What follows belongs to an exercise in optimizing a design on an open flow for small area, a short achievable clock period and few clock cycles; a production flow would make more cautious choices. In this exercise RTL edits were held to simulation tests only and were not proved equivalent to the original. Power figures rest on the tool's default switching activity, not on a simulated workload.

`flow/run.sh`:
```
#!/bin/bash
# synth_recipe.tcl (not shown) runs the flow's synth.tcl, then flattens the netlist and writes it again
# the make line also repeats each setting of config.mk as NAME=value (left out here)
make -C /OpenROAD-flow-scripts/flow DESIGN_CONFIG=/design/flow/config.mk WORK_HOME=/design/flow/orfs CLKGATE_MAP_FILE= SYNTH_SCRIPT=/design/flow/synth_recipe.tcl finish
```
`flow/config.mk`:
```
export PLATFORM = sky130hd
export DESIGN_NAME = DT
export DESIGN_NICKNAME = DT
export VERILOG_FILES = /design/flow/design.v
export SDC_FILE = /design/flow/constraint.sdc
export NUM_CORES = 4
export LEC_CHECK = 0
export CAP_MARGIN = 20
export CORE_MARGIN = 2
export CORE_UTILIZATION = 40
export SETUP_SLACK_MARGIN = 2.0
export SLEW_MARGIN = 20
```
`flow/constraint.sdc`:
```
create_clock -name core_clock -period 5.0 [get_ports {clk}]
set_input_delay 1.0000 -clock core_clock [delete_from_list [all_inputs] [get_ports {clk}]]
set_output_delay 1.0000 -clock core_clock [all_outputs]
set_load 0.01 [all_outputs]
```
`flow/design.v`:
```
`timescale 1ns/10ps
module DT(
	input 			clk,
	input			reset,
	output	reg		done ,
	output	reg		sti_rd ,
	output	reg 	[9:0]	sti_addr ,
	input		[15:0]	sti_di,
	output	reg		res_wr ,
	output	reg		res_rd ,
	output	reg 	[13:0]	res_addr ,
	output		[7:0]	res_do,
	input		[7:0]	res_di,
	output  reg fwpass_finish
	);
localparam OP_INIT  = 3'd0;
localparam OP_W     = 3'd1;    
localparam OP_RD    = 3'd2;    
localparam OP_FETCH = 3'd3;    
localparam OP_F     = 3'd4;    
localparam OP_FIX   = 3'd5;    
localparam OP_DONE  = 3'd6;
reg [2:0] op;
reg       bwd;
reg [1:0] slot;           
reg [5:0] far, mid, near;
reg       vf, vm, vn;
reg [5:0] rdo;
reg       pred;
reg       nb;             
reg       la_any, la_more, la_adj, pos0;
reg [3:0] la_nx;          
assign res_do = {2'b00, rdo};
wire [6:0] arow = res_addr[13:7];
wire [6:0] acol = res_addr[6:0];
wire [3:0] apos = res_addr[3:0];
wire [5:0] di = res_di[5:0];
wire       c_fr = far < rdo;
wire       c_mr = mid < rdo;
wire       c_mf = mid < far;
wire       sel_r = !c_fr && !c_mr;
wire       sel_f = !sel_r && !c_mf;
wire [5:0] mk = sel_r ? rdo : (sel_f ? far : mid);        
wire [5:0] rdo1 = (&rdo) ? rdo : rdo + 6'd1;
wire [5:0] far1 = (&far) ? far : far + 6'd1;
wire [5:0] mid1 = (&mid) ? mid : mid + 6'd1;
wire [5:0] mk1 = sel_r ? rdo1 : (sel_f ? far1 : mid1);
wire [5:0] di1 = di + 6'd1;                              
wire       flt = di < rdo;
wire       fgt = rdo < di;
wire       dlt = flt && (di < far) && (di < mid);
wire [5:0] m1 = dlt ? di1 : mk1;
wire       mz = (mk == 6'd0) || (di == 6'd0);
wire       zks = (vm && mid == 6'd0) || (vn && near == 6'd0);
wire [1:0] s0 = !vm ? 2'd0 : !vn ? 2'd1 : 2'd2;
wire [6:0] rowp1 = arow + 7'd1;
wire [6:0] rowm1 = arow - 7'd1;
wire [6:0] colp1 = acol + 7'd1;
wire [6:0] colp2 = acol + 7'd2;
wire [6:0] colm1 = acol - 7'd1;
wire [6:0] colm2 = acol - 7'd2;
wire [6:0] colps = (s0 == 2'd0) ? acol : (s0 == 2'd1) ? colp1 : colp2;
wire [6:0] colms = (s0 == 2'd0) ? acol : (s0 == 2'd1) ? colm1 : colm2;
wire [15:0] bits;                        
genvar gi;
generate for (gi = 0; gi < 16; gi = gi + 1) begin : g_bits
	assign bits[gi] = sti_di[15-gi];
end endgenerate
wire [3:0] nbi = (op == OP_W) ? apos + 4'd2 : apos;
wire       nb_n = bits[nbi];
wire inter_n = (arow != 7'd0) && (arow != 7'd127) && (acol <= 7'd125);
wire objn = inter_n && nb;
wire [15:0] meff = bits & {bits[14:0], 1'b1};
wire [15:0] msh = {meff[14:0], 1'b0};
wire        refresh = sti_rd;           
integer k;
reg [15:0] below;
always @(*) begin
	for (k = 0; k < 16; k = k + 1) below[k] = refresh || (k < la_nx);
end
wire [15:0] cand = meff & below;
wire [7:0] a1, m1t, i1;
wire [3:0] a2, m2; wire [7:0] i2;
wire [1:0] a3, m3; wire [5:0] i3;
generate for (gi = 0; gi < 8; gi = gi + 1) begin : g_t1
	assign a1[gi] = cand[2*gi+1] | cand[2*gi];
	assign m1t[gi] = cand[2*gi+1] & cand[2*gi];
	assign i1[gi] = cand[2*gi+1];
end endgenerate
generate for (gi = 0; gi < 4; gi = gi + 1) begin : g_t2
	assign a2[gi] = a1[2*gi+1] | a1[2*gi];
	assign m2[gi] = m1t[2*gi+1] | m1t[2*gi] | (a1[2*gi+1] & a1[2*gi]);
	assign i2[2*gi+1] = a1[2*gi+1];
	assign i2[2*gi] = a1[2*gi+1] ? i1[2*gi+1] : i1[2*gi];
end endgenerate
generate for (gi = 0; gi < 2; gi = gi + 1) begin : g_t3
	assign a3[gi] = a2[2*gi+1] | a2[2*gi];
	assign m3[gi] = m2[2*gi+1] | m2[2*gi] | (a2[2*gi+1] & a2[2*gi]);
	assign i3[3*gi+2] = a2[2*gi+1];
	assign i3[3*gi+1:3*gi] = a2[2*gi+1] ? i2[4*gi+3:4*gi+2] : i2[4*gi+1:4*gi];
end endgenerate
wire       s_any = a3[1] | a3[0];
wire       s_more = m3[1] | m3[0] | (a3[1] & a3[0]);
wire [3:0] s_nx = a3[1] ? {1'b1, i3[5:3]} : {1'b0, i3[2:0]};
wire       s_adj = refresh ? (pos0 && meff[15]) : msh[la_nx];
wire       wany = |meff;
reg [2:0] n_op; reg n_bwd; reg [1:0] n_slot;
reg [5:0] n_far, n_mid, n_near; reg n_vf, n_vm, n_vn;
reg [5:0] n_rdo; reg n_pred;
reg [13:0] n_addr; reg n_rd, n_wr, n_srd; reg [9:0] n_saddr; reg n_done, n_fw;
reg mv;                   
reg n_pos0;
reg [2:0] np_op;
reg np_mv, np_one, np_srd, np_done, np_rd, np_wr, np_pos0;
reg [13:0] np_addr;
wire lastw = (sti_addr == 10'd8);
always @(*) begin
	np_op = OP_FETCH; np_mv = 1'b0; np_one = 1'b0; np_srd = 1'b0; np_done = 1'b0;
	np_rd = 1'b0; np_wr = 1'b0; np_addr = res_addr; np_pos0 = pos0;
	if (sti_rd) begin
		if (op == OP_FETCH && !wany) begin
			if (lastw) begin np_op = OP_DONE; np_done = 1'b1; end
			else begin np_srd = 1'b1; np_pos0 = 1'b0; end
		end
	end else if (la_any) begin
		np_mv = 1'b1; np_rd = 1'b1; np_pos0 = (la_nx == 4'd0);
		np_srd = !la_more && !lastw;
		if (la_adj && !zks) begin
			np_op = OP_RD; np_addr = {rowp1, colms};
		end else begin
			np_op = OP_F; np_wr = 1'b1; np_one = 1'b1; np_addr = {sti_addr, la_nx};
		end
	end else if (lastw) begin
		np_op = OP_DONE; np_done = 1'b1;
	end else begin
		np_srd = 1'b1; np_pos0 = 1'b0;
	end
end
wire fix = (op == OP_F) && (res_wr ? flt : fgt);
wire [5:0] rval = (op == OP_F && flt) ? di : rdo;
always @(*) begin
	n_op = op; n_bwd = bwd; n_slot = slot;
	n_far = far; n_mid = mid; n_near = near; n_vf = vf; n_vm = vm; n_vn = vn;
	n_rdo = rdo; n_pred = pred;
	n_addr = res_addr; n_rd = 1'b0; n_wr = 1'b0; n_srd = 1'b0; n_saddr = sti_addr;
	n_done = 1'b0; n_fw = 1'b0; mv = 1'b0; n_pos0 = pos0;
	case (op)
	OP_INIT: begin
		n_bwd = 1'b0; n_op = OP_W; n_wr = 1'b1; n_addr = 14'd0; n_rdo = 6'd0;
		n_saddr = 10'd1; n_vf = 1'b0; n_vm = 1'b0; n_vn = 1'b0;
	end
	OP_W: begin
		if (sti_rd) n_saddr = sti_addr + 10'd1;
		if (res_addr == 14'd16383) begin
			n_op = OP_FETCH; n_bwd = 1'b1; n_srd = 1'b1; n_saddr = 10'd1015;
			n_pred = 1'b1; n_pos0 = 1'b0;
		end else begin
			n_far = mid; n_mid = near; n_vf = vm; n_vm = vn; n_vn = 1'b0;
			if (objn && !(rdo == 6'd0 || zks)) begin
				n_op = OP_RD; n_slot = s0; n_rd = 1'b1;
				n_addr = {rowm1, colps};
			end else begin
				n_op = OP_W; n_wr = 1'b1; n_rdo = {5'd0, objn};
				n_addr = {(acol == 7'd127) ? rowp1 : arow, colp1};
				n_srd = (apos == 4'hd); n_fw = (res_addr == 14'd16382);
			end
		end
	end
	OP_RD: begin
		if (slot == 2'd2) begin
			n_near = di; n_vn = 1'b1;
			n_rdo = m1;
			if (!bwd) begin
				n_op = OP_W; n_wr = 1'b1; n_srd = (apos == 4'hf);
				n_addr = {rowp1, colm1};
			end else begin
				n_op = OP_F; n_rd = 1'b1; n_wr = pred || mz;
				n_addr = {rowm1, colp1};
			end
		end else begin
			if (slot == 2'd0) begin n_far = di; n_vf = 1'b1; end
			else begin n_mid = di; n_vm = 1'b1; end
			n_slot = slot + 2'd1; n_op = OP_RD; n_rd = 1'b1;
			n_addr = {arow, bwd ? colm1 : colp1};
		end
	end
	OP_DONE: begin
		n_done = 1'b1;
	end
	default: begin  
		if (op == OP_F) n_pred = !flt;
		if (fix) begin
			n_op = OP_FIX; n_wr = 1'b1; n_rdo = rval;
		end else begin
			n_op = np_op; n_slot = s0; n_addr = np_addr;
			n_rd = np_rd; n_wr = np_wr; n_srd = np_srd; n_done = np_done;
			n_pos0 = np_pos0; mv = np_mv;
			n_rdo = np_one ? 6'd1 : rval;
			if (np_srd) n_saddr = sti_addr - 10'd1;
			if (np_mv) begin
				n_vn = 1'b0;
				if (la_adj) begin
					n_far = mid; n_mid = near; n_vf = vm; n_vm = vn;
				end else begin
					n_vf = 1'b0; n_vm = 1'b0;
				end
			end
		end
	end
	endcase
end
always @(posedge clk or negedge reset) begin
	if (!reset) begin
		op <= OP_INIT; res_rd <= 1'b0; res_wr <= 1'b0; sti_rd <= 1'b0;
		done <= 1'b0; fwpass_finish <= 1'b0;
	end else begin
		op <= n_op; res_rd <= n_rd; res_wr <= n_wr; sti_rd <= n_srd;
		done <= n_done; fwpass_finish <= n_fw;
	end
end
always @(posedge clk) begin
	bwd <= n_bwd; slot <= n_slot;
	far <= n_far; mid <= n_mid; near <= n_near; vf <= n_vf; vm <= n_vm; vn <= n_vn;
	rdo <= n_rdo; pred <= n_pred; pos0 <= n_pos0;
	res_addr <= n_addr; sti_addr <= n_saddr;
	if (!bwd) begin
		if (op != OP_RD || slot == 2'd2) nb <= nb_n;
	end
	if (bwd && (refresh || mv)) begin
		la_any <= s_any; la_more <= s_more; la_nx <= s_nx; la_adj <= s_adj;
	end
end
endmodule
```
==> results by group, run 1 <==
Run status
  • Status: timing/DRC/antenna clean

Floorplan
  • Initial cell density of the core: 40.69%
  • Top-Level Pins: 63
  • Die area: 18610 sq um
  • Die Y: 136.4 microns
  • FP Rows: 48
  • Core Area: roughly 17000 sq um
  • Die X: between 100 and 150 microns

Worst setup path
  • Crit path cell chain: dlygate4sd2_1 -> buf_6 -> ha_1 -> o2111ai_1 -> a21oi_2 -> a311oi_4 -> nand4b_1 -> buf_6 -> mux2i_1 -> o31a_1
  • Crit path max fanout: 8
  • CP delay by family, top: compound AO/OA/AOI/OAI gates
  • Worst setup path category: primary input to flip-flop
  • Worst EP arrival: 3.08 ns
  • Critical Path RT: 5.09 ns
  • Slowest-stage cell, CP: a311oi_4
  • Worst path most repeated cell: buf_6
  • Type of destination of the critical path: flip-flop
  • Max stage delay on crit path: 0.37 ns
  • Buf/Inv on CP: 3
  • CP startpoint kind: primary input

STA
  • Slew headroom: 47.84%
  • Worst Max-Slew Pin Slew: 0.7771 ns
  • Hold_ws: 0.5505 ns
  • Period minus WS final: roughly 3.0 ns
  • Setup Skew: 0.007372 ns
  • Slew Limit Fails: 0
  • Setup_tns: 0 ns
  • RSZ-0062 raised after global routing: true
  • Count of final hold-check violations: 0
  • Final setup violation count: 0
  • Period utilisation layout: 59.77%
  • Max Freq: 334.6 MHz
  • Slack of the critical path: ~2 ns

Finish
  • Layout Nets: 967
  • Layout Cells excl Fill: 1118
  • Fillers: 1657
  • Design area: ~8400 sq um
  • Fraction of layout cells with a size suffix above 1: a little over a tenth
  • Syn-to-layout area delta: 19.93%

Global routing
  • Gr ovfl total: 0
  • All-Layer GR Usage: 24.21%
  • Largest net degree at the start of global routing: 27
  • Vias in the first global route: 6404
  • First-pass GRT wire length: 34.88 mm
  • Antenna violations before repair: 1

Detailed routing
  • Post-DRT Antenna Nets: 0
  • Vias: roughly 6800
  • First-pass DRT Iterations: 5
  • DR iter-0 viols: 661
  • Residual DRC: 0
  • Detailed Route WL: 22.06 mm
  • Routed vias/inst: 6.119
  • Wire per inst: around 20 microns

Yosys
  • Mapped Area: between 7000 and 8000 sq um
  • Synth cell count leaders: nand2_1, edfxtp_1, o21ai_0, ha_1, a21oi_1
  • Warning count from the yosys run: 1
  • Most common cell in the netlist: nand2_1
  • Cells after Synth: around 840
  • Post-synth top area share: 26.97%
  • Count of different cell masters after synthesis: 76
  • Async set-reset flop share out of synthesis: 11.27%
  • Sequential area share after synthesis: between 20% and 30%
  • Number of synthesized flops with an enable pin: 63
  • Ys flop type: edfxtp_1
  • Cell taking the most area after synthesis: edfxtp_1
  • FF+latch count, synth: slightly above 70
  • Syn_area_per_cell: 8.370 sq um
  • Largest cells by area after synthesis: edfxtp_1, ha_1, nand2_1

Clock tree
  • Clock Path Buffers: 2
  • CTS sink cnt: 71
  • CTS Hold Bufs: 0
  • Worst skew pair latency: 0.35 ns
  • Clock buffer count from CTS: 9
  • H-tree depth: 3
  • CTS clk-pin slew, worst paths: 0.06 ns
  • Root Driver: clkbuf_16
  • CTS tree: done

Place
  • Dpl cell area: 7786 sq um
  • Dpl ws: 0.7359 ns
  • HPWL Detailed: 15.78 mm
  • IO buf count: 58
  • GP Congestion: 0.8764
  • Placed Instances: 1088

Worst hold path
  • Worst hold path class: flip-flop to flip-flop

Power and ir drop
  • P per Cell Area: around 740 nW/um^2
  • P_leak: about 3.2 nW
  • Worst IR drop on VDD: 0.0003338 V

Flow run
  • Number of maximum-capacitance violations: 0
final cells by class:
cell class	instances	area, sq um	area share (%)
sequential	71	2095	24.90
clock buffer	14	244.0	2.900
tap	225	281.5	3.347
antenna	1	2.502	0.02975
timing repair buffer	84	810.8	9.639
clock inverter	2	10.01	0.1190
inverter	43	168.9	2.008
multi-input combinational	678	4800	57.06
state kept, by name (all words and copies together) (netlist names), 2 cells and up:
register and cells:
far 6, la_nx 4, mid 6, near 6
op 3, rdo 6, res_addr 14, slot 2
sti_addr 10
metrics by stage:
stage               total power [mW]  util (%)
floorplan                      4.123         -
global placement               5.268     45.17
detailed placement             5.271     45.17
CTS                            6.089     48.05
global route                   6.715     48.79
finish                         6.242     48.80
kinds of logic (layout without fill, tap and decap cells):
kind of cell / count (synthesis) / in the layout / share of synthesized area [%]
flops: 71 / 71 / 29.83
other cells: 1 / 3 / 0.05346
mux: 36 / 36 / 6.136
fa+ha+maj: 54 / 54 / 9.633
buf+inv: 90 / 143 / 5.512
compound gates: 231 / 231 / 21.35
xor+xnor: 40 / 40 / 4.995
simple gates: 315 / 315 / 22.49
power by group:
group / internal [mW] / switching, mW / leakage, nW
logic: 1.70 / 2.21 / 2.40
clock network: 0.335 / 0.249 / 0.125
registers: 1.15 / 0.596 / 0.722
total: 3.18 / 3.06 / 3.25
cells in the final DEF (no fill, tap or decap), types with 25 or more instances in the layout:
cell             Yosys  final
a21oi_1             50     47
mux2i_1             25     25
clkdlybuf4s50_1      0     45
o21ai_0             59     56
edfxtp_1            63     63
nand2_1            104    103
nor2_1              49     47
ha_1                54     49
xnor2_1             26     25
inv_1               41     38
nand3_1             45     45
routing by layer:
layer  track usage [%]  share of wire [%]  vias to the layer above
met3             3.169                6.4                       38
met4             9.086                2.4                        0
met2             38.33                 46                      297
li1                  -                  -                     3243
met1             33.68                 45                     3263
met5                 0                  0                        -
path summary, 6_finish.rpt:
path / start / end / slack (ns) / cells past startpoint
setup / recovery: res_di[3] / rdo[0] / 2.01 / 10
hold / removal: near[0] / mid[0] / 0.55 / 2
setup reg to reg: res_addr[2] / res_addr[10] / 2.06 / 8
hold reg to reg: near[0] / mid[0] / 0.55 / 2
max in group asynchronous: reset / op[2] / 3.73 / 1
min in group asynchronous: reset / res_rd / 0.96 / 1
worst reg2reg max path: cells and delay by family, from the launching register on:
kind	cells	cell delay, ns
AOI/OAI and AO/OA	4	0.94
and+or+nand+nor	3	0.81
DFF	1	0.58
adders and majority gates	1	0.35
what timing repair did:
item / 4_1_cts / 5_1_grt
pin swaps: 6 / 10
setup endpoints to repair: 68 / 54
buffers inserted: 11 / 1
gates cloned: 0 / 1
gates resized for setup: 45 / 33
Testbench counts, summed over its fixed seeds: cycles 587,452.
==> run 2, diff against run 1 <==
--- a/flow/config.mk
+++ b/flow/config.mk
@@ -10,2 +10,4 @@
 export CORE_UTILIZATION = 40
+export CTS_BUF_LIST = sky130_fd_sc_hd__clkbuf_8
+export CTS_CLUSTER_SIZE = 40
 export SETUP_SLACK_MARGIN = 2.0
==> run 2 against run 1 <==
Effect of this change: still clean on timing, DRC and antenna; area after synthesis is the same; sequential power is essentially flat; clock skew is 0.0068 ns higher; total power shrank 3.5%.
==> results by group, run 2 <==
Place
  • IO buf count: 58
  • GP Congestion: between 0.8 and 0.9
  • Placed Instances: 1088
  • HPWL Detailed: ~16 mm

STA
  • Worst Max-Slew Pin Slew: approximately 0.78 ns
  • Setup Skew: around 0.014 ns
  • Count of final hold-check violations: 0
  • Slew Limit Fails: 0
  • Period utilisation layout: 59.11%
  • Max Freq: ~340 MHz
  • Setup_tns: 0 ns
  • Period minus WS final: 2.956 ns
  • Slew headroom: 47.79%
  • Final setup violation count: 0
  • RSZ-0062 raised after global routing: true

Global routing
  • First-pass GRT wire length: 34.72 mm
  • Largest net degree at the start of global routing: 27
  • All-Layer GR Usage: 24.10%
  • Antenna violations before repair: 1
  • Vias in the first global route: 6398
  • Gr ovfl total: 0

Clock tree
  • Clock Path Buffers: 2
  • Worst skew pair latency: 0.37 ns
  • CTS tree: done
  • H-tree depth: 3
  • CTS sink cnt: ~70
  • CTS clk-pin slew, worst paths: 0.08 ns
  • Root Driver: clkbuf_8
  • Clock buffer count from CTS: 9

Yosys
  • Async set-reset flop share out of synthesis: 11.27%
  • Largest cells by area after synthesis: edfxtp_1, ha_1, nand2_1
  • Most common cell in the netlist: nand2_1
  • Post-synth top area share: 26.97%
  • Count of different cell masters after synthesis: 76
  • Number of synthesized flops with an enable pin: 63
  • Warning count from the yosys run: 1
  • Synth cell count leaders: nand2_1, edfxtp_1, o21ai_0, ha_1, a21oi_1
  • Ys flop type: edfxtp_1
  • Sequential area share after synthesis: 29.83%
  • Syn_area_per_cell: about 8.4 sq um
  • Cells after Synth: approximately 840
  • FF+latch count, synth: 71
  • Cell taking the most area after synthesis: edfxtp_1
  • Mapped Area: roughly 7000 sq um

Finish
  • Most flops, register: res_addr
  • Sequential cell area: approximately 2100 sq um
  • Syn-to-layout area delta: 17.57%
  • Most frequent cells in the layout: nand2_1, edfxtp_1, o21ai_0
  • Most common cell after layout, fill and taps aside: nand2_1
  • Multi-input logic area: 4772 sq um
  • Antenna Cells: 0
  • Fraction of layout cells with a size suffix above 1: around a tenth
  • Layout Cells excl Fill: 1114
  • Max reg flops: 14
  • Top Registers: res_addr (14), sti_addr (10)
  • Layout Nets: between 900 and 1000
  • Fillers: around 1700

Worst hold path
  • Worst hold path class: flip-flop to flip-flop

Power and ir drop
  • P per Cell Area: around 730 nW/um^2
  • Worst IR drop on VDD: 0.0003351 V
  • P_leak: 3.200 nW

Detailed routing
  • Detailed Route WL: 21.94 mm
  • Wire per inst: 19.70 microns
  • First-pass DRT Iterations: 6
  • Routed vias/inst: approximately 6.1
  • Residual DRC: 0
  • Vias: 6796
  • Post-DRT Antenna Nets: 0
  • DR iter-0 viols: 684

Worst setup path
  • CP startpoint kind: flip-flop
  • Worst EP arrival: 3.05 ns
  • Worst setup path category: flip-flop to flip-flop
  • Crit path cell chain: nor2_1 -> buf_4 -> nand2_2 -> inv_4 -> xnor2_4 -> mux4_2 -> mux4_2
  • Critical Path RT: 5.10 ns
  • Crit path max fanout: 16
  • Type of destination of the critical path: flip-flop
  • Worst path most repeated cell: mux4_2
  • Buf/Inv on CP: 2
  • Max stage delay on crit path: 0.54 ns
  • CP delay by family, top: multiplexers
  • Slowest-stage cell, CP: mux4_2

Floorplan
  • FP Rows: 48
  • Die area: 18610 sq um
  • Top-Level Pins: 63
  • Core Area: 17240 sq um
  • Die X: 136.4 microns
  • Initial cell density of the core: between 40% and 50%
  • Die Y: around 140 microns

Run status
  • Status: timing/DRC/antenna clean

Flow run
  • Number of maximum-capacitance violations: 0
[run 2: cell count changes in the layout (fill, tap and decap cells not counted), sizes merged]
cell           before  now
clkdlybuf4s15       1    0
diode               1    0
clkbuf             16   11
buf                27   24
inv                42   47
clkdlybuf4s50      45   46
[run 2: timing repair]
| item | 4_1_cts | 5_1_grt |
|---|---|---|
| pin swaps | 5 | 5 |
| hold buffers | 0 | 0 |
| setup endpoints to repair | 68 | 47 |
| setup buffers | 10 | 0 |
| gates resized for setup | 39 | 30 |
[run 2: layer usage]
layer	wire length, microns	track usage (%)
met3	1434	3.691
met4	486	8.333
met1	9861	33.83
met2	10160	37.74
met5	0	0
[run 2: per-stage QoR]
step           area [sq um]  utilization [%]  setup WS (ns)  hold WS (ns)  power (mW)
3_5_place_dp           7786            45.17         0.7359        0.5379       5.271
2_1_floorplan          7046                -          2.003        0.5179       4.123
5_1_grt                8247            47.84          1.986        0.5732       6.509
6_report               8247            47.84          2.044        0.5529       6.024
4_1_cts                8148            47.27          2.003        0.5561       5.874
3_3_place_gp           7786            45.17         0.8194        0.5356       5.268
[run 2: cells by family (layout without fill, tap and decap cells)]
| kind of cell | count (synthesis) | after routing | synth area share (%) |
|---|---|---|---|
| compound gates | 231 | 231 | 21.35 |
| xor+xnor | 40 | 40 | 4.995 |
| fa+ha+maj | 54 | 54 | 9.633 |
| buf+inv | 90 | 140 | 5.512 |
| flops | 71 | 71 | 29.83 |
| mux | 36 | 36 | 6.136 |
| other cells | 1 | 2 | 0.05346 |
| simple gates | 315 | 315 | 22.49 |
[run 2: layout make-up]
class	count	share of cell area (%)
Clock inverter	7	0.3490
Clock buffer	9	1.502
Multi-Input combinational cell	678	57.87
Tap cell	225	3.414
Timing Repair Buffer	81	9.452
Inverter	43	2.018
Sequential cell	71	25.40
[run 2: power by group]
group	switching, mW	internal [mW]
clock network	0.225	0.170
registers	0.593	1.14
logic	2.21	1.68
[run 2: tightest hold or removal path: stages (launching register included)]
cell and delay (ns):
edfxtp_1 0.35, nand2_1 0.05, nand2_1 0.05
[run 2: final timing paths]
kind	cells after the start	endpoint	slack, ns	from
max in group asynchronous	1	op[2]	3.75	reset
setup reg to reg	7	nb	2.04	op[1]
hold reg to reg	2	mid[0]	0.55	near[0]
hold / removal	2	mid[0]	0.55	near[0]
setup / recovery	7	nb	2.04	op[1]
min in group asynchronous	1	res_rd	0.93	reset
==> run 3, diff against run 2 <==
--- a/flow/config.mk
+++ b/flow/config.mk
@@ -9,3 +9,3 @@
 export CORE_MARGIN = 2
-export CORE_UTILIZATION = 40
+export CORE_UTILIZATION = 65
 export CTS_BUF_LIST = sky130_fd_sc_hd__clkbuf_8
==> run 3 against run 2 <==
Effect of this change: largest power group unchanged; die area decreased by 37%; total power increased by 2.1%; cell area decreased by 2.2%.
==> results by group, run 3 <==
Worst setup path
  • Buf/Inv on CP: 3
  • Critical Path RT: 5.09 ns
  • Slowest-stage cell, CP: ha_1
  • Worst EP arrival: 3.05 ns
  • CP delay by family, top: compound AO/OA/AOI/OAI gates
  • Crit path max fanout: 7
  • Crit path cell chain: buf_4 -> inv_1 -> ha_1 -> nor2b_1 -> o21a_1 -> o21bai_2 -> a21o_1 -> and3_4 -> o221ai_4 -> a211oi_4 -> buf_12
  • Worst setup path category: primary input to flip-flop
  • Max stage delay on crit path: 0.29 ns
  • Type of destination of the critical path: flip-flop
  • CP startpoint kind: primary input
  • Flop2flop setup slack: 2.09 ns

Detailed routing
  • Detailed Route WL: roughly 22 mm
  • DR iter-0 viols: 1126
  • Post-DRT Antenna Nets: 0
  • Vias: approximately 7300
  • First-pass DRT Iterations: 5
  • Residual DRC: 0
  • Routed vias/inst: 7.124
  • Wire per inst: 21.50 microns

Yosys
  • Largest cells by area after synthesis: edfxtp_1, ha_1, nand2_1
  • Cell taking the most area after synthesis: edfxtp_1
  • Syn_area_per_cell: roughly 8.4 sq um
  • Warning count from the yosys run: 1
  • Ys flop type: edfxtp_1
  • Post-synth top area share: between 20% and 30%
  • Mapped Area: 7014 sq um
  • FF+latch count, synth: 71
  • Sequential area share after synthesis: 29.83%
  • Count of different cell masters after synthesis: 76
  • Async set-reset flop share out of synthesis: between 10% and 20%
  • Number of synthesized flops with an enable pin: 63
  • Most common cell in the netlist: nand2_1
  • Cells after Synth: 838
  • Synth cell count leaders: nand2_1, edfxtp_1, o21ai_0, ha_1, a21oi_1

Floorplan
  • Die area: 11640 sq um
  • Initial cell density of the core: 67.34%
  • Top-Level Pins: 63
  • Die Y: approximately 110 microns
  • Core Area: 10420 sq um
  • Die X: 107.9 microns
  • FP Rows: 37

Finish
  • Most frequent cells in the layout: nand2_1, edfxtp_1, o21ai_0
  • Layout Nets: 957
  • Top Registers: res_addr (14), sti_addr (10)
  • Layout Cells excl Fill: 1018
  • Most common cell after layout, fill and taps aside: nand2_1
  • Fraction of layout cells with a size suffix above 1: 10.77%
  • Most flops, register: res_addr
  • Antenna Cells: 0
  • Syn-to-layout area delta: 14.95%
  • Max reg flops: 14

Place
  • HPWL Detailed: 15.65 mm
  • Placed Instances: 990
  • GP Congestion: 0.9873
  • IO buf count: 58

Worst hold path
  • Worst hold path class: flip-flop to flip-flop

Global routing
  • Antenna violations before repair: 0
  • Vias in the first global route: 6665
  • Met3 usage: 6.901%
  • Gr ovfl total: 0
  • All-Layer GR Usage: 37.49%
  • First-pass GRT wire length: 33.91 mm
  • GRT busiest layer: met2
  • Largest net degree at the start of global routing: 27
  • Grt met1 use: 49.03%
  • GRT met2 Usage: between 60% and 70%

STA
  • Setup_tns: 0 ns
  • Slew Limit Fails: 0
  • Setup Skew: 0.01815 ns
  • RSZ-0062 raised after global routing: true
  • Period utilisation layout: 59.29%
  • Worst Max-Slew Pin Slew: approximately 1.1 ns
  • Slew headroom: 26.93%
  • Period minus WS final: 2.964 ns
  • Max Freq: 337.3 MHz
  • Final setup violation count: 0
  • Count of final hold-check violations: 0

Power and ir drop
  • P per Cell Area: 762.8 nW/um^2
  • P_leak: 3.084 nW
  • Worst IR drop on VDD: 0.0004649 V

Clock tree
  • Root Driver: clkbuf_8
  • Clock buffer count from CTS: 9
  • Clock Path Buffers: 2
  • CTS sink cnt: 71
  • CTS clk-pin slew, worst paths: 0.08 ns
  • H-tree depth: 3
  • CTS tree: done
  • Worst skew pair latency: between 0.3 and 0.4 ns

Flow run
  • Number of maximum-capacitance violations: 0

Run status
  • Status: timing/DRC/antenna clean
==> run 3: cell counts after synthesis <==
Identical to the previous run, type by type.
==> run 3: timing repair <==
action,4_1_cts,5_1_grt
hold buffers,0,0
endpoints found under the setup margin,70,63
pin swaps,3,3
endpoints found under the hold margin,0,0
gates resized for setup,38,35
setup buffers,8,3
gates cloned,0,1
==> run 3: cell type report <==
| type | instances | area [sq um] |
|---|---|---|
| Clock buffer | 9 | 123.9 |
| Clock inverter | 7 | 72.57 |
| Fill cell | 753 | 2354 |
| Inverter | 43 | 167.7 |
| Multi-Input combinational cell | 678 | 4742 |
| Sequential cell | 71 | 2093 |
| Tap cell | 136 | 170.2 |
| Timing Repair Buffer | 73 | 688.2 |
| Timing Repair inverter | 1 | 5.005 |
==> run 3: metal layers <==
layer  up-vias  routed length, microns
li1       3212                       -
met4         0                     692
met2       547                   10400
met3        71                    2435
met5         -                       0
met1      3422                    8361
==> run 3: logic make-up after synthesis <==
family,after synthesis,synth area share (%)
multiplexers,36,6.136
adder cells (fa/ha/maj),54,9.633
XOR/XNOR,40,4.995
AO/OA/AOI/OAI,231,21.35
AND/OR/NAND/NOR,315,22.49
buffers and inverters,90,5.512
flip-flops,71,29.83
other,1,0.05346
==> run 3: worst reg2reg max path, cell delays in order (launching register included) <==
cell and delay [ns]:
dfrtp_2 0.52, nor2_1 0.14, buf_4 0.21, nand2_2 0.22
inv_4 0.29, xnor2_4 0.20, mux4_2 0.55, mux4_2 0.51
==> run 3: final timing paths <==
| path | cells past startpoint | to | start |
|---|---|---|---|
| worst max-delay path | 11 | res_addr[13] | res_di[1] |
| worst min-delay path | 2 | mid[2] | near[2] |
| worst max register to register | 7 | nb | op[1] |
| worst min register to register | 2 | mid[2] | near[2] |
| max in group asynchronous | 1 | op[1] | reset |
| min in group asynchronous | 1 | op[0] | reset |
==> run 3: through the flow <==
step	power (mW)	setup WS (ns)	hold slack, ns	instance area (sq um)	utilization, %
5_1_grt	6.522	1.946	0.5915	8063	77.41
6_report	6.150	2.036	0.5664	8063	77.41
3_5_place_dp	5.254	0.8819	0.5383	7607	73.03
2_1_floorplan	4.123	2.003	0.5179	7046	-
3_3_place_gp	5.115	0.8901	0.5474	7607	73.03
4_1_cts	5.871	2.015	0.5603	7903	75.87
==> run 3: power by group <==
group	switching (mW)	internal [mW]
clock network	0.242	0.231
logic	2.26	1.67
registers	0.610	1.14
total	3.11	3.04
==> run 4, diff against run 3 <==
==> flow/flow/run.sh (new file) <==
#!/bin/bash
# The standard layout, with the port buffers made from the smallest buffer cell.
set -euo pipefail
bash standard.sh 'BUFFER_PORTS_ARGS=-buffer_cell sky130_fd_sc_hd__buf_1' finish > layout.log 2>&1
==> flow/standard.sh (new file) <==
#!/bin/bash
# synth_recipe.tcl (not shown) runs the flow's synth.tcl, then flattens the netlist and writes it again
# the make line also repeats each setting of config.mk as NAME=value (left out here)
make -C /OpenROAD-flow-scripts/flow DESIGN_CONFIG=/design/flow/config.mk WORK_HOME=/design/flow/orfs CLKGATE_MAP_FILE= SYNTH_SCRIPT=/design/flow/synth_recipe.tcl "${@:-finish}"
--- a/flow/config.mk
+++ b/flow/config.mk
@@ -9,3 +9,3 @@
 export CORE_MARGIN = 2
-export CORE_UTILIZATION = 65
+export CORE_UTILIZATION = 40
 export CTS_BUF_LIST = sky130_fd_sc_hd__clkbuf_8
removed: flow/run.sh
==> run 4 against run 3 <==
Effect of this change: clock power up 17%; global-route usage is 14 points lower; non-clock buffer count up 7; cell count grew 9.3%; critical path type unchanged; total power shrank 2.3%; first-iteration DRC count down 43%; area after synthesis is the same; combinational power decreased by 5%; maximum frequency fell by 0.34%; highest routed layer unchanged; die area rose by 60%; cell area down 1.9%.
==> results by group, run 4 <==
Detailed routing
  • Vias: 6830
  • First-pass DRT Iterations: 5
  • Post-DRT Antenna Nets: 0
  • Wire per inst: 19.26 microns
  • Routed vias/inst: 6.137
  • Detailed Route WL: around 21 mm
  • DR iter-0 viols: ~650
  • Residual DRC: 0

Place
  • GP Congestion: 0.8927
  • IO buf count: 58
  • HPWL Detailed: 15.68 mm
  • Placed Instances: 1085
  • Dpl cell area: ~7400 sq um

Finish
  • Antenna Cells: 0
  • Most common cell after layout, fill and taps aside: nand2_1
  • Fillers: 1743
  • Most flops, register: res_addr
  • Most frequent cells in the layout: nand2_1, edfxtp_1, o21ai_0
  • Max reg flops: 14
  • Design area: 7913 sq um
  • Fraction of layout cells with a size suffix above 1: 10.59%
  • Layout Nets: 963
  • Top Registers: res_addr (14), sti_addr (10)
  • Layout Cells excl Fill: 1113
  • Syn-to-layout area delta: 12.81%

Flow run
  • Number of maximum-capacitance violations: 0

Worst setup path
  • Worst setup path category: primary input to flip-flop
  • Worst R2R Start: op[2]
  • Type of destination of the critical path: flip-flop
  • Crit path max fanout: 10
  • Worst path most repeated cell: buf_6
  • Critical Path RT: 5.12 ns
  • CP startpoint: res_di[5]
  • CP startpoint kind: primary input
  • Worst EP arrival: 3.10 ns
  • Slowest-stage cell, CP: a311oi_2
  • Max stage delay on crit path: 0.38 ns
  • Crit path cell chain: buf_2 -> buf_6 -> ha_4 -> a211oi_2 -> nand2_1 -> a311oi_2 -> nand4b_1 -> buf_6 -> buf_4 -> mux2i_1 -> o31a_1

STA
  • Count of final hold-check violations: 0
  • Worst Max-Slew Pin Slew: 0.7990 ns
  • Setup Skew: 0.01318 ns
  • Period minus WS final: about 3.0 ns
  • Max Freq: 336.2 MHz
  • Slew headroom: 46.38%
  • Setup_tns: 0 ns
  • Hold_ws: 0.5388 ns
  • RSZ-0062 raised after global routing: true
  • Period utilisation layout: 59.49%
  • Slew Limit Fails: 0
  • Final setup violation count: 0

Run status
  • Status: timing/DRC/antenna clean

Floorplan
  • Die Y: 136.4 microns
  • Die area: approximately 19000 sq um
  • Core Area: 17240 sq um
  • Die X: 136.4 microns
  • FP Rows: 48
  • Top-Level Pins: 63
  • Initial cell density of the core: 40.69%

Yosys
  • Synth cell count leaders: nand2_1, edfxtp_1, o21ai_0, ha_1, a21oi_1
  • FF+latch count, synth: 71
  • Syn_area_per_cell: 8.370 sq um
  • Largest cells by area after synthesis: edfxtp_1, ha_1, nand2_1
  • Post-synth top area share: 26.97%
  • Warning count from the yosys run: 1
  • Number of synthesized flops with an enable pin: 63
  • Sequential area share after synthesis: slightly below 30%
  • Cell taking the most area after synthesis: edfxtp_1
  • Cells after Synth: between 800 and 900
  • Mapped Area: 7014 sq um
  • Ys flop type: edfxtp_1
  • Count of different cell masters after synthesis: 76
  • Async set-reset flop share out of synthesis: 11.27%
  • Most common cell in the netlist: nand2_1

Clock tree
  • CTS sink cnt: 71
  • CTS tree: done
  • Clock Path Buffers: 2
  • Root Driver: clkbuf_8
  • Clock buffer count from CTS: 9
  • CTS clk-pin slew, worst paths: ~0.090 ns
  • H-tree depth: 3
  • Worst skew pair latency: 0.39 ns

Global routing
  • First-pass GRT wire length: 33.60 mm
  • All-Layer GR Usage: 23.14%
  • Largest net degree at the start of global routing: 24
  • Gr ovfl total: 0
  • Vias in the first global route: 6219
  • Antenna violations before repair: 0

Power and ir drop
  • P per Cell Area: 759.1 nW/um^2
  • Worst IR drop on VDD: 0.0003883 V
  • P_leak: 3.002 nW
  • Total power: 6.007 mW

Worst hold path
  • Worst hold path class: primary input to asynchronous set/reset pin
==> run 4: changes by cell type in the layout (fill, tap and decap cells not counted), sizes merged <==
cell / previous run / this run
clkinvlp: 4 / 2
clkdlybuf4s50: 52 / 0
clkbuf: 13 / 12
clkinv: 4 / 2
bufinv: 1 / 2
buf: 17 / 79
==> run 4: through the flow <==
step / util, % / setup WS, ns
detailed placement: 42.94 / 1.038
global route: 45.91 / 1.974
finish: 45.91 / 2.026
CTS: 45.10 / 1.986
floorplan: - / 2.003
global placement: 42.94 / 1.073
==> run 4: cell type report <==
cell class                      instances  area [sq um]  share of cell area, %
Tap cell                              225         281.5                  3.558
Timing Repair Buffer                   80         410.4                  5.187
Sequential cell                        71          2095                  26.47
Multi-Input combinational cell        678          4728                  59.76
Inverter                               43         166.4                  2.103
Clock inverter                          5         80.08                  1.012
Clock buffer                           11         151.4                  1.913
==> run 4: what timing repair did <==
action / in CTS / in global routing
gates resized for setup: 24 / 19
buffers inserted: 5 / 7
hold buffers: 0 / 0
endpoints found under the setup margin: 61 / 60
pin swaps: 2 / 3
==> run 4: worst paths after layout <==
| path | endpoint | slack, ns | cells past startpoint |
|---|---|---|---|
| max | rdo[0] | 2.03 | 11 |
| min reg2reg | mid[0] | 0.55 | 2 |
| max reg2reg | nb | 2.10 | 8 |
| max in group asynchronous | op[1] | 4.09 | 1 |
| min | op[0] | 0.54 | 1 |
| min in group core_clock | mid[0] | 0.55 | 2 |
==> run 4: kinds of logic after synthesis <==
kind of cell | Yosys count | share of synthesized area, %
multiplexers | 36 | 6.136
XOR/XNOR | 40 | 4.995
adder cells (fa/ha/maj) | 54 | 9.633
AND/OR/NAND/NOR | 315 | 22.49
AO/OA/AOI/OAI | 231 | 21.35
other | 1 | 0.05346
buffers and inverters | 90 | 5.512
flip-flops | 71 | 29.83
==> run 4: report_power, final <==
group	internal [mW]	switching, mW
clock	0.307	0.246
combinational	1.53	2.21
sequential	1.14	0.576
==> run 4: routing by layer <==
metal / wire, microns / global-route usage, %
met1: 9514 / 32.68
met3: 1459 / 3.803
met5: 0 / 0
met4: 523 / 6.597
met2: 9939 / 36.49
==> run 4: worst max-delay path, delay by kind of cell <==
family	cells	cell delay, ns
compound gates	3	0.90
fa+ha+maj	1	0.25
buf+inv	4	0.57
mux	1	0.11
simple gates	2	0.28
==> run 5, diff against run 4 <==
--- a/flow/config.mk
+++ b/flow/config.mk
@@ -9,3 +9,3 @@
 export CORE_MARGIN = 2
-export CORE_UTILIZATION = 40
+export CORE_UTILIZATION = 65
 export CTS_BUF_LIST = sky130_fd_sc_hd__clkbuf_8
==> run 5 against run 4 <==
Effect of this change: die area down 37%; largest power group unchanged; critical endpoint is now rdo[1]; first-iteration DRC count up 57%; non-clock buffer count down 11.
==> results by group, run 5 <==
Run status
  • Status: timing/DRC/antenna clean

Yosys
  • Synth Area in XOR/XNOR: 4.995%
  • Async set-reset flop share out of synthesis: 11.27%
  • FF+latch count, synth: 71
  • Count of different cell masters after synthesis: between 70 and 80
  • Sequential area share after synthesis: 29.83%
  • Number of synthesized flops with an enable pin: 63
  • Ys flop type: edfxtp_1
  • Mapped Area: 7014 sq um
  • Post-synth top area share: 26.97%
  • Cells after Synth: 838
  • Syn_area_per_cell: around 8.4 sq um
  • Largest family of logic cells by synthesized area: simple AND/OR/NAND/NOR gates
  • Synth Area in Simple Gates: 22.49%
  • Largest cells by area after synthesis: edfxtp_1, ha_1, nand2_1
  • Synth cell count leaders: nand2_1, edfxtp_1, o21ai_0, ha_1, a21oi_1
  • Cell taking the most area after synthesis: edfxtp_1
  • Multiplexer area fraction after synthesis: 6.136%
  • Compound-Gate Fraction of Synth Area: 21.35%
  • Adder-Cell Fraction of Synth Area: around a tenth
  • Most common cell in the netlist: nand2_1
  • Warning count from the yosys run: 1

Place
  • GP Congestion: 0.9672
  • HPWL Detailed: 15.61 mm
  • IO buf count: 58

Detailed routing
  • DR iter-0 viols: 1018
  • Routed wl met3: 2.218 mm
  • Detailed Route WL: 21.64 mm
  • First-pass DRT Iterations: 8
  • Vias: between 7000 and 8000
  • Post-DRT Antenna Nets: 0
  • Wire length on met2: 10.00 mm
  • Routed vias/inst: 7.021
  • M1 WL: 8.534 mm
  • Wire per inst: 21.35 microns
  • Top layer in use: met4
  • Residual DRC: 0

STA
  • Count of final hold-check violations: 0
  • Period minus WS final: 2.982 ns
  • Setup_tns: 0 ns
  • Hold_ws: 0.5444 ns
  • Worst Max-Slew Pin Slew: 1.099 ns
  • RSZ-0062 raised after global routing: true
  • Period utilisation layout: 59.64%
  • Final setup violation count: 0
  • Slew Limit Fails: 0
  • Max Freq: 335.3 MHz
  • Slew headroom: a little over a quarter
  • Setup Skew: 0.02533 ns

Finish
  • Layout Nets: around 950
  • Fillers: 821
  • Fraction of layout cells with a size suffix above 1: 9.453%
  • Top Registers: res_addr (14), sti_addr (10)
  • Max reg flops: 14
  • Most common cell after layout, fill and taps aside: nand2_1
  • Antenna Cells: 0
  • Most frequent cells in the layout: nand2_1, edfxtp_1, o21ai_0
  • Syn-to-layout area delta: 9.044%
  • Most flops, register: res_addr

Global routing
  • Largest net degree at the start of global routing: 27
  • Antenna violations before repair: 0
  • Vias in the first global route: between 6000 and 7000
  • Gr ovfl total: 0
  • All-Layer GR Usage: 37.50%
  • First-pass GRT wire length: ~34 mm

Clock tree
  • Clock buffer count from CTS: 9
  • Clock Path Buffers: 2
  • Root Driver: clkbuf_8
  • CTS tree: done
  • CTS clk-pin slew, worst paths: 0.10 ns
  • Worst skew pair latency: 0.38 ns
  • CTS Hold Bufs: 0
  • H-tree depth: 3
  • CTS sink cnt: 71

Power and ir drop
  • P per Cell Area: 775.5 nW/um^2
  • P_leak: 2.921 nW
  • Worst IR drop on VDD: ~0.00045 V

Worst setup path
  • Crit path max fanout: 10
  • Max stage delay on crit path: 0.68 ns
  • Crit path cell chain: inv_1 -> ha_1 -> a21oi_1 -> o21ai_0 -> a2111oi_1 -> nor3_4 -> mux2_2 -> mux2i_1 -> o22ai_1
  • CP delay by family, top: compound AO/OA/AOI/OAI gates
  • CP startpoint kind: flip-flop
  • Critical Path RT: 5.09 ns
  • Slowest-stage cell, CP: a2111oi_1
  • Buf/Inv on CP: 1
  • Worst EP arrival: 3.07 ns
  • Worst setup path category: flip-flop to flip-flop
  • Type of destination of the critical path: flip-flop

Worst hold path
  • Worst hold path class: primary input to asynchronous set/reset pin

Flow run
  • Number of maximum-capacitance violations: 0

Floorplan
  • Top-Level Pins: between 60 and 70
  • Core Area: 10420 sq um
  • Die Y: 107.9 microns
  • Die area: 11640 sq um
  • FP Rows: 37
  • Die X: 107.9 microns
  • Initial cell density of the core: 67.34%
run 5: final cells by class:
class | count | area, sq um | share of cell area [%]
Clock buffer | 9 | 123.9 | 1.620
Inverter | 43 | 167.7 | 2.192
Multi-Input combinational cell | 678 | 4698 | 61.43
Timing Repair Buffer | 69 | 342.8 | 4.482
Timing Repair inverter | 1 | 5.005 | 0.06543
Sequential cell | 71 | 2095 | 27.38
Tap cell | 136 | 170.2 | 2.225
Clock inverter | 7 | 46.29 | 0.6053
run 5: layer usage:
layer / GRT usage, % / vias up
li1: - / 3200
met1: 50.64 / 3341
met2: 60.06 / 487
met3: 5.024 / 91
met4: 16.94 / 0
met5: 0 / -
run 5: path summary, 6_finish.rpt:
kind	to	slack, ns	depth (start not counted)	from
setup / recovery	rdo[1]	2.02	9	rdo[2]
hold / removal	res_rd	0.54	1	reset
setup reg to reg	rdo[1]	2.02	9	rdo[2]
hold reg to reg	mid[1]	0.58	2	near[1]
max in group asynchronous	op[2]	4.07	1	reset
min in group core_clock	mid[1]	0.58	2	near[1]
run 5: kinds of logic after synthesis:
logic type,after synthesis
flops,71
fa+ha+maj,54
mux,36
other cells,1
buf+inv,90
simple gates,315
compound gates,231
xor+xnor,40
run 5: where the power goes:
group | total (mW) | internal, mW | switching (mW) | leakage, nW
clock network | 0.437 | 0.180 | 0.257 | 0.0835
logic | 3.73 | 1.49 | 2.23 | 2.12
registers | 1.77 | 1.14 | 0.624 | 0.722
run 5: through the flow:
stage	cells	total power, mW	setup WS (ns)	instance area (sq um)	util, %
floorplan	839	4.123	2.003	7046	-
global placement	988	4.929	1.108	7229	69.41
detailed placement	988	5.062	1.059	7229	69.41
CTS	1011	5.694	1.963	7556	72.54
global route	1014	6.292	1.889	7649	73.43
finish	1014	5.931	2.018	7649	73.43
run 5: timing repair:
item / CTS / global route
setup endpoints to repair: 59 / 59
pin swaps: 3 / 3
resized for setup: 22 / 20
buffers inserted: 7 / 2
gates cloned: 0 / 1
endpoints found under the hold margin: 0 / 0
run 5: worst reg2reg max path: cells and delay by family, from the launching register on:
kind                     cells  cell delay (ns)
AND/OR/NAND/NOR              1             0.19
AO/OA/AOI/OAI                4             1.08
adder cells (fa/ha/maj)      1             0.35
buffers and inverters        1             0.16
flip-flops                   1             0.50
multiplexers                 2             0.45
==> run 6, diff against run 5 <==
--- a/flow/config.mk
+++ b/flow/config.mk
@@ -7,5 +7,5 @@
 export LEC_CHECK = 0
-export CAP_MARGIN = 20
+export CAP_MARGIN = 0
 export CORE_MARGIN = 2
-export CORE_UTILIZATION = 65
+export CORE_UTILIZATION = 40
 export CTS_BUF_LIST = sky130_fd_sc_hd__clkbuf_8
@@ -13,2 +13,2 @@
 export SETUP_SLACK_MARGIN = 2.0
-export SLEW_MARGIN = 20
+export SLEW_MARGIN = 0
==> run 6 against run 5 <==
Effect of this change: still clean; die area is 60% higher; global-route usage is 14 points lower; sequential power is 3% lower; total power is 1.3% higher; combinational power hardly changed; register-to-register slack better by 0.08 ns; sequential cell count stayed put; cell count is 9.8% higher; area after synthesis stayed put; utilization is 28 points lower; sequential share of layout area is 0.91 points lower; largest cell class unchanged.
==> results by group, run 6 <==
Worst setup path
  • Max stage delay on crit path: 0.38 ns
  • Type of destination of the critical path: flip-flop
  • Crit path max fanout: 10
  • Worst EP arrival: around 3.1 ns
  • CP startpoint kind: primary input
  • Worst setup path category: primary input to flip-flop
  • Crit path cell chain: buf_2 -> buf_6 -> ha_4 -> a211oi_2 -> nand2_1 -> a311oi_2 -> nand4b_1 -> buf_6 -> buf_4 -> mux2i_1 -> o31a_1
  • Slowest-stage cell, CP: a311oi_2
  • CP delay by family, top: compound AO/OA/AOI/OAI gates
  • Buf/Inv on CP: 4
  • Worst path most repeated cell: buf_6
  • Critical Path RT: 5.12 ns

Power and ir drop
  • P_leak: 3.002 nW
  • Worst IR drop on VDD: between 0.0003 and 0.0004 V
  • P per Cell Area: 759.1 nW/um^2
  • Clock network power share: under 10%
  • Sw Pwr: 3.029 mW
  • Internal power: 2.977 mW
  • Switch share: 50.44%
  • Register share of total power: 28.6%
  • Logic gate share of total power: between 60% and 70%

Yosys
  • Async set-reset flop share out of synthesis: 11.27%
  • Largest family of logic cells by synthesized area: simple AND/OR/NAND/NOR gates
  • Synth Area in Simple Gates: 22.49%
  • Count of different cell masters after synthesis: 76
  • Syn_area_per_cell: 8.370 sq um
  • Most common cell in the netlist: nand2_1
  • Cells after Synth: 838
  • Sequential area share after synthesis: 29.83%
  • Multiplexer area fraction after synthesis: 6.136%
  • Compound-Gate Fraction of Synth Area: between 20% and 30%
  • Mapped Area: ~7000 sq um
  • Cell taking the most area after synthesis: edfxtp_1
  • FF+latch count, synth: 71
  • Number of synthesized flops with an enable pin: 63
  • Largest cells by area after synthesis: edfxtp_1, ha_1, nand2_1
  • Ys flop type: edfxtp_1
  • Warning count from the yosys run: 1
  • Post-synth top area share: approximately 27%
  • Synth cell count leaders: nand2_1, edfxtp_1, o21ai_0, ha_1, a21oi_1
  • Adder-Cell Fraction of Synth Area: 9.633%
  • Synth Area in XOR/XNOR: 4.995%

Floorplan
  • Die Y: between 100 and 150 microns
  • Top-Level Pins: 63
  • FP Rows: 48
  • Core Area: 17240 sq um
  • Initial cell density of the core: 40.69%
  • Die X: roughly 140 microns
  • Die area: 18610 sq um

Global routing
  • Vias in the first global route: 6219
  • Gr ovfl total: 0
  • First-pass GRT wire length: 33.60 mm
  • All-Layer GR Usage: 23.14%
  • Antenna violations before repair: 0
  • Largest net degree at the start of global routing: 24

Clock tree
  • Worst skew pair latency: 0.39 ns
  • H-tree depth: 3
  • Clock Path Buffers: 2
  • CTS clk-pin slew, worst paths: 0.09 ns
  • Root Driver: clkbuf_8
  • Clock buffer count from CTS: 9
  • CTS Hold Bufs: 0
  • CTS tree: done
  • CTS sink cnt: 71

Place
  • HPWL Detailed: 15.68 mm
  • Dpl ws: 1.038 ns
  • GP Congestion: 0.8927
  • IO buf count: 58

Finish
  • Most common cell after layout, fill and taps aside: nand2_1
  • Fraction of layout cells with a size suffix above 1: 10.59%
  • Syn-to-layout area delta: 12.81%
  • Most frequent cells in the layout: nand2_1, edfxtp_1, o21ai_0
  • Antenna Cells: 0
  • Max reg flops: 14
  • Most flops, register: res_addr
  • Top Registers: res_addr (14), sti_addr (10)
  • Layout Nets: 963
  • Final core occ: 45.91%

STA
  • Max Freq: 336.2 MHz
  • Final setup violation count: 0
  • Setup_tns: 0 ns
  • RSZ-0062 raised after global routing: true
  • Period utilisation layout: 59.49%
  • Setup Skew: 0.01318 ns
  • Worst Max-Slew Pin Slew: 0.7990 ns
  • Period minus WS final: 2.975 ns
  • Slew headroom: between 40% and 50%
  • Slew Limit Fails: 0
  • Hold_ws: between 0.5 and 0.6 ns
  • Slack of the critical path: between 2 and 2.5 ns
  • Count of final hold-check violations: 0

Detailed routing
  • Vias: 6830
  • Post-DRT Antenna Nets: 0
  • Residual DRC: 0
  • Detailed Route WL: 21.44 mm
  • DR iter-0 viols: 647
  • Routed vias/inst: 6.137
  • Wire per inst: 19.26 microns
  • First-pass DRT Iterations: 5

Run status
  • Status: timing/DRC/antenna clean

Flow run
  • Number of maximum-capacitance violations: 0

Worst hold path
  • Worst hold path class: primary input to asynchronous set/reset pin
## run 6: cell counts after synthesis
Identical to the previous run, type by type.
## run 6: timing repair
action                                  CTS  global route
pin swaps                                 2             3
endpoints found under the setup margin   61            60
buffers inserted                          5             7
cloned                                    0             0
resized for setup                        24            19
## run 6: worst paths after layout
| path | startpoint | to | slack, ns | cells past startpoint |
|---|---|---|---|---|
| setup / recovery | res_di[5] | rdo[0] | 2.03 | 11 |
| hold / removal | reset | op[0] | 0.54 | 1 |
| setup reg to reg | op[2] | nb | 2.10 | 8 |
| hold reg to reg | near[0] | mid[0] | 0.55 | 2 |
| max in group asynchronous | reset | op[1] | 4.09 | 1 |
| min in group core_clock | near[0] | mid[0] | 0.55 | 2 |
## run 6: logic make-up (layout without fill, tap and decap cells)
family,count (synthesis),after routing
xor+xnor,40,40
fa+ha+maj,54,54
buf+inv,90,139
simple gates,315,315
mux,36,36
other cells,1,2
flops,71,71
compound gates,231,231
## run 6: final cells by class
class / count / area (sq um)
sequential: 71 / 2095
clock inverter: 5 / 80.08
fill: 1743 / 9324
timing repair buffer: 80 / 410.4
tap: 225 / 281.5
multi-input combinational: 678 / 4728
clock buffer: 11 / 151.4
inverter: 43 / 166.4
## run 6: power groups by stage
| stage | clock, mW | combinational [mW] | sequential [mW] |
|---|---|---|---|
| 2_1_floorplan | 0 | 2.68 | 1.44 |
| 5_1_grt | 0.583 | 4.10 | 1.77 |
| 3_3_place_gp | 0 | 3.34 | 1.75 |
| 3_5_place_dp | 0 | 3.36 | 1.75 |
| 4_1_cts | 0.557 | 3.53 | 1.74 |
| 6_report | 0.553 | 3.73 | 1.72 |
## run 6: metal layers
metal	global-route usage (%)	share of wire, %
met3	3.803	6.8
met2	36.49	46
met5	0	0
met1	32.68	44
met4	6.597	2.4
## run 6: worst register-to-register path: stages, from the launching register on
cell and delay [ns]:
dfrtp_2 0.53, nor2_1 0.13, buf_4 0.22, nand2_2 0.24, inv_6 0.25, nor2_1 0.06, a21oi_1 0.31, mux4_2 0.37
mux4_2 0.54
## run 6: per-stage QoR
stage               cells  total power, mW  cell area (sq um)
floorplan             839            4.123               7046
global placement     1085            5.081               7401
detailed placement   1085            5.109               7401
CTS                  1106            5.826               7774
global route         1113            6.457               7913
finish               1113            6.007               7913
==> run 7, diff against run 6 <==
--- a/flow/config.mk
+++ b/flow/config.mk
@@ -7,3 +7,3 @@
 export LEC_CHECK = 0
-export CAP_MARGIN = 0
+export CAP_MARGIN = 20
 export CORE_MARGIN = 2
@@ -12,3 +12,4 @@
 export CTS_CLUSTER_SIZE = 40
-export SETUP_SLACK_MARGIN = 2.0
-export SLEW_MARGIN = 0
+export PLACE_DENSITY = 0.8
+export SETUP_SLACK_MARGIN = 2.2
+export SLEW_MARGIN = 20
==> run 7 against run 6 <==
Effect of this change: setup slack gained 0.19 ns; clock skew barely moved; critical path depth is the same; sequential share of layout area shrank 0.45 points; still clean on timing, DRC and antenna; non-clock buffer count grew 9; total power rose by 0.54%; critical path type unchanged; critical endpoint unchanged.
==> results by group, run 7 <==
Finish
  • Design area: 8050 sq um
  • Antenna Cells: 0
  • Max reg flops: 14
  • Layout Nets: slightly below 1000
  • Fraction of layout cells with a size suffix above 1: approximately an eighth
  • Top Registers: res_addr (14), sti_addr (10)
  • Final core occ: 46.70%
  • Most common cell after layout, fill and taps aside: nand2_1
  • Most frequent cells in the layout: nand2_1, edfxtp_1, o21ai_0
  • Syn-to-layout area delta: 14.77%
  • Fillers: 1626
  • Sequential cell area: 2095 sq um
  • Multi-input logic area: 4808 sq um
  • Most flops, register: res_addr
  • Layout Cells excl Fill: 1122

Worst setup path
  • Max stage delay on crit path: 0.30 ns
  • Worst EP arrival: 2.91 ns
  • Slowest-stage cell, CP: ha_1
  • Worst setup path category: primary input to flip-flop
  • CP delay by family, top: compound AO/OA/AOI/OAI gates
  • Critical Path RT: 5.13 ns
  • Crit path max fanout: 6
  • Buf/Inv on CP: 4
  • Worst path most repeated cell: buf_6
  • Type of destination of the critical path: flip-flop
  • CP startpoint kind: primary input
  • Crit path cell chain: buf_1 -> buf_6 -> ha_1 -> o2111ai_2 -> a21oi_1 -> a311oi_2 -> nand4b_1 -> buf_6 -> buf_4 -> mux2i_1 -> o31a_1

Yosys
  • Async set-reset flop share out of synthesis: 11.27%
  • Synth cell count leaders: nand2_1, edfxtp_1, o21ai_0, ha_1, a21oi_1
  • Sequential area share after synthesis: 29.83%
  • Mapped Area: 7014 sq um
  • Post-synth top area share: 26.97%
  • Syn_area_per_cell: between 8 and 9 sq um
  • Number of synthesized flops with an enable pin: 63
  • Count of different cell masters after synthesis: 76
  • Most common cell in the netlist: nand2_1
  • Cell taking the most area after synthesis: edfxtp_1
  • FF+latch count, synth: 71
  • Cells after Synth: approximately 840
  • Warning count from the yosys run: 1
  • Largest cells by area after synthesis: edfxtp_1, ha_1, nand2_1
  • Ys flop type: edfxtp_1

Floorplan
  • FP Rows: 48
  • Die X: ~140 microns
  • Core Area: 17240 sq um
  • Die Y: around 140 microns
  • Die area: between 15000 and 20000 sq um
  • Top-Level Pins: 63
  • Initial cell density of the core: between 40 and 50%

Detailed routing
  • Routed vias/inst: between 6 and 7
  • Residual DRC: 0
  • First-pass DRT Iterations: 6
  • Wire per inst: 18.88 microns
  • Detailed Route WL: 21.18 mm
  • Vias: slightly above 7000
  • DR iter-0 viols: approximately 940
  • Post-DRT Antenna Nets: 0

STA
  • Setup_tns: 0 ns
  • Setup Skew: 0.01310 ns
  • Slew headroom: 39.04%
  • Period minus WS final: 2.781 ns
  • RSZ-0062 raised after global routing: true
  • Worst Max-Slew Pin Slew: 0.9135 ns
  • Final setup violation count: 0
  • Max Freq: between 300 and 400 MHz
  • Period utilisation layout: 55.62%
  • Slew Limit Fails: 0
  • Count of final hold-check violations: 0

Place
  • HPWL Detailed: between 10 and 15 mm
  • Placed Instances: 1080
  • IO buf count: 58
  • GP Congestion: 0.9629
  • Dpl cell area: 7436 sq um

Clock tree
  • CTS sink cnt: 71
  • CTS tree: done
  • H-tree depth: 3
  • CTS Hold Bufs: 0
  • Root Driver: clkbuf_8
  • Clock buffer count from CTS: 9
  • Worst skew pair latency: 0.38 ns
  • CTS clk-pin slew, worst paths: 0.08 ns
  • Clock Path Buffers: 2

Power and ir drop
  • P_leak: 3.060 nW
  • Worst IR drop on VDD: about 0.00043 V
  • P per Cell Area: 750.2 nW/um^2

Flow run
  • Number of maximum-capacitance violations: 0

Global routing
  • Largest net degree at the start of global routing: 27
  • Antenna violations before repair: 0
  • All-Layer GR Usage: 22.88%
  • Gr ovfl total: 0
  • First-pass GRT wire length: about 33 mm
  • Vias in the first global route: 6489

Run status
  • Status: timing/DRC/antenna clean

Worst hold path
  • Worst hold path class: primary input to asynchronous set/reset pin
[run 7: what timing repair did]
item | CTS | global route
pin swaps | 10 | 2
endpoints found under the setup margin | 80 | 51
gates resized for setup | 41 | 16
setup buffers | 15 | 11
[run 7: cells by family (layout without fill, tap and decap cells)]
family | after synthesis | in the layout | share of synthesized area [%]
AOI/OAI and AO/OA | 231 | 231 | 21.35
xor gates and xnor gates | 40 | 40 | 4.995
adders and majority gates | 54 | 54 | 9.633
buffers and inverters | 90 | 148 | 5.512
DFF | 71 | 71 | 29.83
muxes | 36 | 36 | 6.136
other | 1 | 2 | 0.05346
and+or+nand+nor | 315 | 315 | 22.49
[run 7: worst paths after layout]
kind,startpoint,endpoint,slack (ns),cells past startpoint
max,res_di[2],rdo[0],2.22,11
min,reset,fwpass_finish,0.53,1
max reg2reg,res_addr[0],res_addr[4],2.23,8
min reg2reg,near[2],mid[2],0.57,2
max in group asynchronous,reset,op[2],4.11,1
min in group core_clock,near[2],mid[2],0.57,2
[run 7: power breakdown]
part / switching [mW] / internal, mW / leakage (nW)
clock network: 0.236 / 0.172 / 0.0942
logic: 2.29 / 1.64 / 2.24
registers: 0.551 / 1.14 / 0.722
total: 3.08 / 2.96 / 3.06
[run 7: through the flow]
step | setup slack (ns) | total power, mW | hold slack [ns]
2_1_floorplan | 2.139 | 4.178 | 0.5179
3_3_place_gp | 1.022 | 4.985 | 0.5336
3_5_place_dp | 0.9704 | 5.082 | 0.5405
4_1_cts | 2.154 | 5.798 | 0.5367
5_1_grt | 2.144 | 6.460 | 0.5564
6_report | 2.219 | 6.039 | 0.5325
[run 7: layout make-up]
type | instances | share of cell area (%)
clock buffer | 9 | 1.539
tap | 225 | 3.497
clock inverter | 7 | 0.4196
multi-input combinational | 678 | 59.73
timing repair buffer | 89 | 6.481
inverter | 43 | 2.316
sequential | 71 | 26.02
[run 7: layer usage]
metal / vias up / share of wire, % / GRT usage (%)
met2: 397 / 48 / 37.47
met5: - / 0 / 0
met1: 3363 / 41 / 30.82
li1: 3246 / - / -
met3: 46 / 8.7 / 3.020
met4: 0 / 2.5 / 8.507
==> run 8, diff against run 7 <==
--- a/flow/config.mk
+++ b/flow/config.mk
@@ -12,4 +12,4 @@
 export CTS_CLUSTER_SIZE = 40
-export PLACE_DENSITY = 0.8
-export SETUP_SLACK_MARGIN = 2.2
+export PLACE_DENSITY = 0.85
+export SETUP_SLACK_MARGIN = 2.4
 export SLEW_MARGIN = 20
==> run 8 against run 7 <==
Effect of this change: clock skew is 0.0077 ns higher; total power is 7.4% higher; critical path depth is 1 higher; clock power is 11% higher; utilization is 3.0 points higher; still clean on timing, DRC and antenna; cell area is 6.5% higher; setup slack worse by 0.0041 ns.
==> results by group, run 8 <==
Run status
  • Status: timing/DRC/antenna clean

Worst setup path
  • Type of destination of the critical path: flip-flop
  • Crit path max fanout: 8
  • Slowest-stage cell, CP: a311oi_2
  • R2r endpoint: rdo[2]
  • R2r worst-path depth: 9
  • Worst path most repeated cell: buf_6
  • Worst EP arrival: 2.89 ns
  • CP startpoint kind: primary input
  • Worst R2R Start: rdo[4]
  • Crit path cell chain: buf_6 -> buf_8 -> buf_6 -> ha_4 -> o21ai_1 -> a21oi_2 -> a311oi_2 -> nand4b_1 -> buf_6 -> buf_6 -> mux2i_2 -> o22ai_2
  • Worst setup path category: primary input to flip-flop
  • Max stage delay on crit path: 0.34 ns

Power and ir drop
  • P per Cell Area: 756.9 nW/um^2
  • P_leak: roughly 3.3 nW
  • Worst IR drop on VDD: 0.0004135 V
  • Total power: 6.486 mW

STA
  • Slew headroom: around 36%
  • Max Freq: 359.1 MHz
  • RSZ-0062 raised after global routing: true
  • Final setup violation count: 0
  • Slew Limit Fails: 0
  • Setup Skew: 0.02079 ns
  • Count of final hold-check violations: 0
  • Slack of the critical path: 2.215 ns
  • Period minus WS final: 2.785 ns
  • Setup_tns: 0 ns

Yosys
  • Ys flop type: edfxtp_1
  • Most common cell in the netlist: nand2_1
  • Syn_area_per_cell: 8.370 sq um
  • Mapped Area: around 7000 sq um
  • Post-synth top area share: 26.97%
  • Sequential area share after synthesis: 29.83%
  • Warning count from the yosys run: 1
  • Synth cell count leaders: nand2_1, edfxtp_1, o21ai_0, ha_1, a21oi_1
  • Cells after Synth: roughly 840
  • Async set-reset flop share out of synthesis: between 10% and 20%
  • Count of different cell masters after synthesis: 76
  • FF+latch count, synth: 71

Detailed routing
  • Residual DRC: 0
  • Wire per inst: around 20 microns
  • Detailed Route WL: 22.83 mm
  • First-pass DRT Iterations: 6
  • DR iter-0 viols: around 1100

Finish
  • Syn-to-layout area delta: 22.17%
  • Layout Cells excl Fill: 1159
  • Max reg flops: 14
  • Antenna Cells: 0
  • Most common cell after layout, fill and taps aside: nand2_1
  • Multi-input logic area: 5029 sq um
  • Fraction of layout cells with a size suffix above 1: roughly 18%
  • Top Registers: res_addr (14), sti_addr (10)
  • Layout Nets: 1009
  • Most flops, register: res_addr

Global routing
  • Antenna violations before repair: 0
  • Largest net degree at the start of global routing: 27
  • First-pass GRT wire length: between 30 and 40 mm
  • Gr ovfl total: 0
  • All-Layer GR Usage: a little under a quarter

Clock tree
  • CTS sink cnt: 71
  • CTS tree: done
  • Worst skew pair latency: about 0.38 ns
  • Clock buffer count from CTS: 9
  • H-tree depth: 3
  • Clock Path Buffers: 2

Place
  • IO buf count: 58
  • GP Congestion: 0.9735
  • Dpl ws: 1.062 ns

Floorplan
  • Die X: ~140 microns
  • Die Y: 136.4 microns
  • Top-Level Pins: 63
-- run 8: stage by stage --
| stage | instance area, sq um | utilization [%] |
|---|---|---|
| 5_1_grt | 8569 | 49.72 |
| 3_3_place_gp | 7533 | 43.71 |
| 6_report | 8569 | 49.72 |
| 2_1_floorplan | 7216 | - |
| 3_5_place_dp | 7533 | 43.71 |
| 4_1_cts | 8117 | 47.09 |
-- run 8: layout make-up --
class / count / share of cell area [%]
multi-input cells: 680 / 58.68
clock buffers: 9 / 1.445
clock inverters: 7 / 0.6570
flip-flops and latches: 71 / 24.47
repair buffers: 124 / 9.344
well taps: 225 / 3.285
inverters: 43 / 2.117
-- run 8: logic make-up (layout without fill, tap and decap cells) --
logic type | after synthesis | count (layout) | synth area share (%)
fa+ha+maj | 54 | 54 | 9.633
mux | 36 | 36 | 6.136
xor+xnor | 40 | 40 | 4.995
buf+inv | 90 | 183 | 5.512
compound gates | 231 | 231 | 21.35
flops | 71 | 71 | 29.83
simple gates | 315 | 317 | 22.49
other cells | 1 | 2 | 0.05346
-- run 8: worst max-delay path, delay by kind of cell --
| kind | cells | cell delay [ns] |
|---|---|---|
| and+or+nand+nor | 1 | 0.17 |
| adders and majority gates | 1 | 0.23 |
| buffers and inverters | 5 | 0.66 |
| AOI/OAI and AO/OA | 4 | 0.63 |
| muxes | 1 | 0.20 |
-- run 8: timing repair --
action,in CTS,in global routing
pin swaps,14,16
buffers inserted,26,33
hold buffers,0,0
setup endpoints to repair,81,73
gates resized for setup,46,40
gates cloned,0,3
-- run 8: where the power goes --
group	internal [mW]	switching, mW	leakage, nW	total (mW)
Sequential	1.15	0.507	0.720	1.65
Combinational	1.84	2.54	2.45	4.38
Clock	0.222	0.232	0.0943	0.454
-- run 8: how the worst max path moves through the flow --
stage | slack, ns | startpoint | cells past startpoint | endpoint
floorplan | 2.14 | res_di[1] | 9 | res_addr[10]
global placement | 1.09 | res_di[5] | 7 | rdo[5]
CTS | 2.25 | res_di[1] | 12 | res_addr[12]
detailed placement | 1.06 | res_di[5] | 7 | rdo[5]
global route | 2.15 | res_di[1] | 12 | res_addr[11]
finish | 2.22 | res_di[1] | 12 | rdo[2]
-- run 8: metal layers --
metal | track usage, % | wire [microns] | vias up
met2 | 39.20 | 10770 | 505
met4 | 8.796 | 816 | 0
met3 | 4.027 | 2382 | 91
li1 | - | - | 3309
met1 | 30.16 | 8857 | 3443
met5 | 0 | 0 | -

Check on run 8: ideal ports give 2.215 ns setup slack; a clkbuf_16 on the clock port and buf_2 on the inputs give 2.215 ns; moving port delays by the midpoint clock arrival (0.403 ns) as well gives 1.812 ns.
